Source: an optimization exercise on an open RTL-to-GDS flow (aim: small area, a short achievable clock period and few clock cycles per item). Production flows keep margins and buffers that such runs may drop. In this exercise RTL edits were held to simulation tests only and were not proved equivalent to the original.

==> run a <==
## vector_mul_simple
module vector_mul_simple (
    input  logic               clk_i,
    input  logic               rst_ni,
    input  logic               in_valid_i,
    input  logic signed [31:0] in_a_i,
    input  logic signed [31:0] in_b_i,
    output logic               out_valid_o,
    output logic signed [63:0] out_result_o
);
export LEC_CHECK = 0
export CAP_MARGIN = 20
export CORE_MARGIN = 2
export CORE_UTILIZATION = 40
export SETUP_SLACK_MARGIN = 4.7
export SLEW_MARGIN = 20
export SYNTH_HIERARCHICAL = 1
export SYNTH_MINIMUM_KEEP_SIZE = 0
create_clock -name core_clock -period 8.0 [get_ports {clk_i}]
run.sh (not shown) runs the stock make flow with config.mk's settings and CLKGATE_MAP_FILE= SYNTH_SCRIPT=/design/flow/synth_recipe.tcl, a recipe that flattens the netlist after the stock synthesis.
==> run b (differences from run a) <==
SETUP_SLACK_MARGIN = not set   (was 4.7)
==> notes <==
- Wire length: run b is lower than run a (about 4%).
- In run a the first-iteration DRC count is larger than in run b, by 6.9%.
- Between run b and run a, the lower clock-buffer cell count is in run b (gap 2).
- Between run b and run a, the lower worst setup slack is in run b (gap 0.68 ns).
- In critical path depth, run a and run b do not differ.
- Between run b and run a, the lower final cell count is in run b (gap about 1.5%, measured against run a).
- Against run a, the clock skew of run b is higher by 0.030 ns.
Testbench counts of run a, summed over its fixed seeds: cycles 16,016, items 16,000.
Testbench counts of run b, summed over its fixed seeds: cycles 16,016, items 16,000.

* * *

==> garnet: inputs <==
vector_mul_simple, a different RTL version from the one above (not shown whole).
Settings: LEC_CHECK=0, CAP_MARGIN=20, CORE_MARGIN=2, CORE_UTILIZATION=55, CTS_BUF_LIST=sky130_fd_sc_hd__clkbuf_16 sky130_fd_sc_hd__clkbuf_8, CTS_CLUSTER_DIAMETER=80, CTS_CLUSTER_SIZE=30, SLEW_MARGIN=20, SYNTH_HIERARCHICAL=1, SYNTH_MINIMUM_KEEP_SIZE=0; clock period 8.0 ns.
standard.sh (not shown) runs the stock make flow with config.mk's settings and CLKGATE_MAP_FILE= SYNTH_SCRIPT=/design/flow/synth_recipe.tcl, a recipe that flattens the netlist after the stock synthesis.
==> flow/flow/run.sh <==
#!/bin/bash
# Layout flow: the standard ORFS flow (standard.sh, unchanged synthesis), except that
#  - the buffers placed on the input and output ports are sky130_fd_sc_hd__buf_2 instead of the
#    resizer's default pick (clkdlybuf4s50_1, twice the area and slow), and
set -euo pipefail
export BUFFER_PORTS_ARGS="-buffer_cell sky130_fd_sc_hd__buf_2"
export SETUP_SLACK_MARGIN=5.3
bash standard.sh > standard.log 2>&1
==> nickel (differences from garnet) <==
==> flow/flow/run.sh (replaced) <==
#!/bin/bash
# Layout flow: the standard ORFS flow (standard.sh, unchanged synthesis), except that
#  - the buffers placed on the input and output ports are sky130_fd_sc_hd__buf_1 instead of the
#    resizer's default pick (clkdlybuf4s50_1, nearly three times the area and slow),
#  - flow/downsize.tcl, run when the synthesized netlist is loaded into OpenROAD, starts the
#    a21oi cells that abc sized _2 at _1 (the resizer upsizes those that timing needs).
set -euo pipefail
export BUFFER_PORTS_ARGS="-buffer_cell sky130_fd_sc_hd__buf_1"
export SETUP_SLACK_MARGIN=5.3
export POST_SYNTH_TCL="$PWD/flow/downsize.tcl"
bash standard.sh > standard.log 2>&1
==> flow/flow/downsize.tcl (new file) <==
# Sourced by ORFS's synth_odb step (POST_SYNTH_TCL) with the synthesized netlist loaded:
# abc maps the prefix adder's AOI cells to a21oi_2; start them at a21oi_1 and let the
# resizer upsize the ones that timing needs.
set db [ord::get_db]
set small [$db findMaster sky130_fd_sc_hd__a21oi_1]
set n 0
foreach inst [[ord::get_db_block] getInsts] {
  if {[[$inst getMaster] getName] eq "sky130_fd_sc_hd__a21oi_2"} {
    $inst swapMaster $small
    incr n
  }
}
puts "downsize.tcl: a21oi_2 -> a21oi_1 on $n instances"
==> comparison <==
garnet passed the timing, design-rule and antenna checks. nickel went through all stages and came out clean. Of garnet and nickel, garnet has the higher cell count (gap about 0.5%, measured against nickel). In critical path depth, garnet and nickel do not differ. In garnet the worst hold slack is lower than in nickel, by 0.014 ns. Between garnet and nickel, the lower worst setup slack is in garnet (gap 0.099 ns). First-iteration DRC count: garnet is smaller than nickel (9.5%). Against garnet, the clock-buffer cell count of nickel is higher by 5. Against nickel, the non-clock buffer count of garnet is higher by 8. Against nickel, the core utilization of garnet is higher by 0.21 points.
==> figures <==
item	nickel	garnet
Buffers excl. clock	180	188
Die area	0.0645 mm²	0.0652 mm²
Start point of the worst min-delay path	m1183	m1186
Endpoint of the worst hold path	m1880	m1882
TritonCTS buffer count	34	31
Met2 routed WL	45400 µm	44100 µm
Fraction of standard cell area that is sequential	31.7%	31.0%
1st-iter DRT viols	3256	2947
Vias/cell	6.36	6.29
Die Width	254 µm	255 µm
Largest stage delay, worst path	0.37 ns	0.38 ns
Outcome	timing/DRC/antenna clean	timing/DRC/antenna clean
Worst Max-Slew Pin Slew	1.10 ns	1.00 ns
Mapped cell area	0.0344 mm²	0.0348 mm²
Number of fillers in the final layout	5347	5314
Area of the multi-input gates	0.0212 mm²	0.0216 mm²
Testbench counts of garnet, summed over its fixed seeds: cycles 16,024, items 16,000.
Testbench counts of nickel, summed over its fixed seeds: cycles 16,024, items 16,000.

* * *

==> v29: inputs <==
vector_mul_simple, a different RTL version from the one above (not shown whole).
Design vector_mul_simple, start of the top module:
module vector_mul_simple (
    input  logic               clk_i,
    input  logic               rst_ni,
    input  logic               in_valid_i,
    input  logic signed [31:0] in_a_i,
    input  logic signed [31:0] in_b_i,
    output logic               out_valid_o,
    output logic signed [63:0] out_result_o
);
export LEC_CHECK = 0
export CAP_MARGIN = 20
export CORE_MARGIN = 2
export CORE_UTILIZATION = 40
export SETUP_SLACK_MARGIN = 4.5
export SLEW_MARGIN = 20
export SYNTH_HIERARCHICAL = 1
export SYNTH_MINIMUM_KEEP_SIZE = 0
create_clock -name core_clock -period 8.0 [get_ports {clk_i}]
==> flow/flow/run.sh <==
#!/bin/bash
# Layout flow: the standard ORFS flow (standard.sh, unchanged synthesis), except that the
# buffers placed on the input and output ports are sky130_fd_sc_hd__buf_2 instead of the
# resizer's default pick (clkdlybuf4s50_1, which is twice the area and slow).
set -euo pipefail
export BUFFER_PORTS_ARGS="-buffer_cell sky130_fd_sc_hd__buf_2"
bash standard.sh > standard.log 2>&1
==> inputs of v20, as changes to v29 <==
--- a/flow/config.mk
+++ b/flow/config.mk
@@ -8,5 +8,5 @@
 export CAP_MARGIN = 20
 export CORE_MARGIN = 2
-export CORE_UTILIZATION = 40
+export CORE_UTILIZATION = 70
 export SETUP_SLACK_MARGIN = 4.5
 export SLEW_MARGIN = 20
==> summary.txt <==
- Of v29 and v20, v20 has the higher global-route usage (gap 18 points).
- Against v29, the register-to-register slack of v20 is worse by 0.03 ns.
- Between v20 and v29, the lower worst hold slack is in v29 (gap 0.0092 ns).
- Of v29 and v20, v20 has the higher critical path depth (gap 4).
- Of v20 and v29, v29 has the higher cell count (gap 11%, measured against v29).
- Area after synthesis is the same in v29 and v20.
- In v20 the setup slack is lower than in v29, by 0.032 ns.
- Of v29 and v20, v29 has the higher die area (gap about 70%, measured against v20).
- Against v20, the first-iteration DRC count of v29 is lower by 26%.
Testbench counts of v29, summed over its fixed seeds: cycles 16,016, items 16,000.
Testbench counts of v20, summed over its fixed seeds: cycles 16,016, items 16,000.

==> static timing again, ports no longer ideal <==
No port has a modelled driver above. Below, the same layouts with a new extraction and two added sets of constraints. Step 1 sets driving cells, clkbuf_16 on the clock port and buf_2 on the other inputs (assumed; they add their load-dependent delay and slew). Step 2 also shifts input and output timing later by t, the mid clock arrival at the registers, as if the neighbouring blocks saw the same clock. Slacks: ideal ports / drivers / drivers and shift; pairs: ideal ports / drivers.
run | shift t [ns] | setup WS [ns] | worst register clock-pin slew, ns | worst slew at a driven data input, ns
run a | 0.627 | 4.559 / 4.559 / 4.559 | 0.07 / 0.07 | 0.07
run b | 0.626 | 3.877 / 3.877 / 3.877 | 0.07 / 0.07 | 0.07
garnet | 0.715 | 5.215 / 5.152 / 5.377 | 0.12 / 0.12 | 0.05
nickel | 0.648 | 5.314 / 5.249 / 5.324 | 0.11 / 0.11 | 0.07
v29 | 0.633 | 4.524 / 4.524 / 4.524 | 0.06 / 0.06 | 0.04
v20 | 0.613 | 4.491 / 4.491 / 4.491 | 0.06 / 0.06 | 0.05
After both steps every run listed still meets setup and hold.
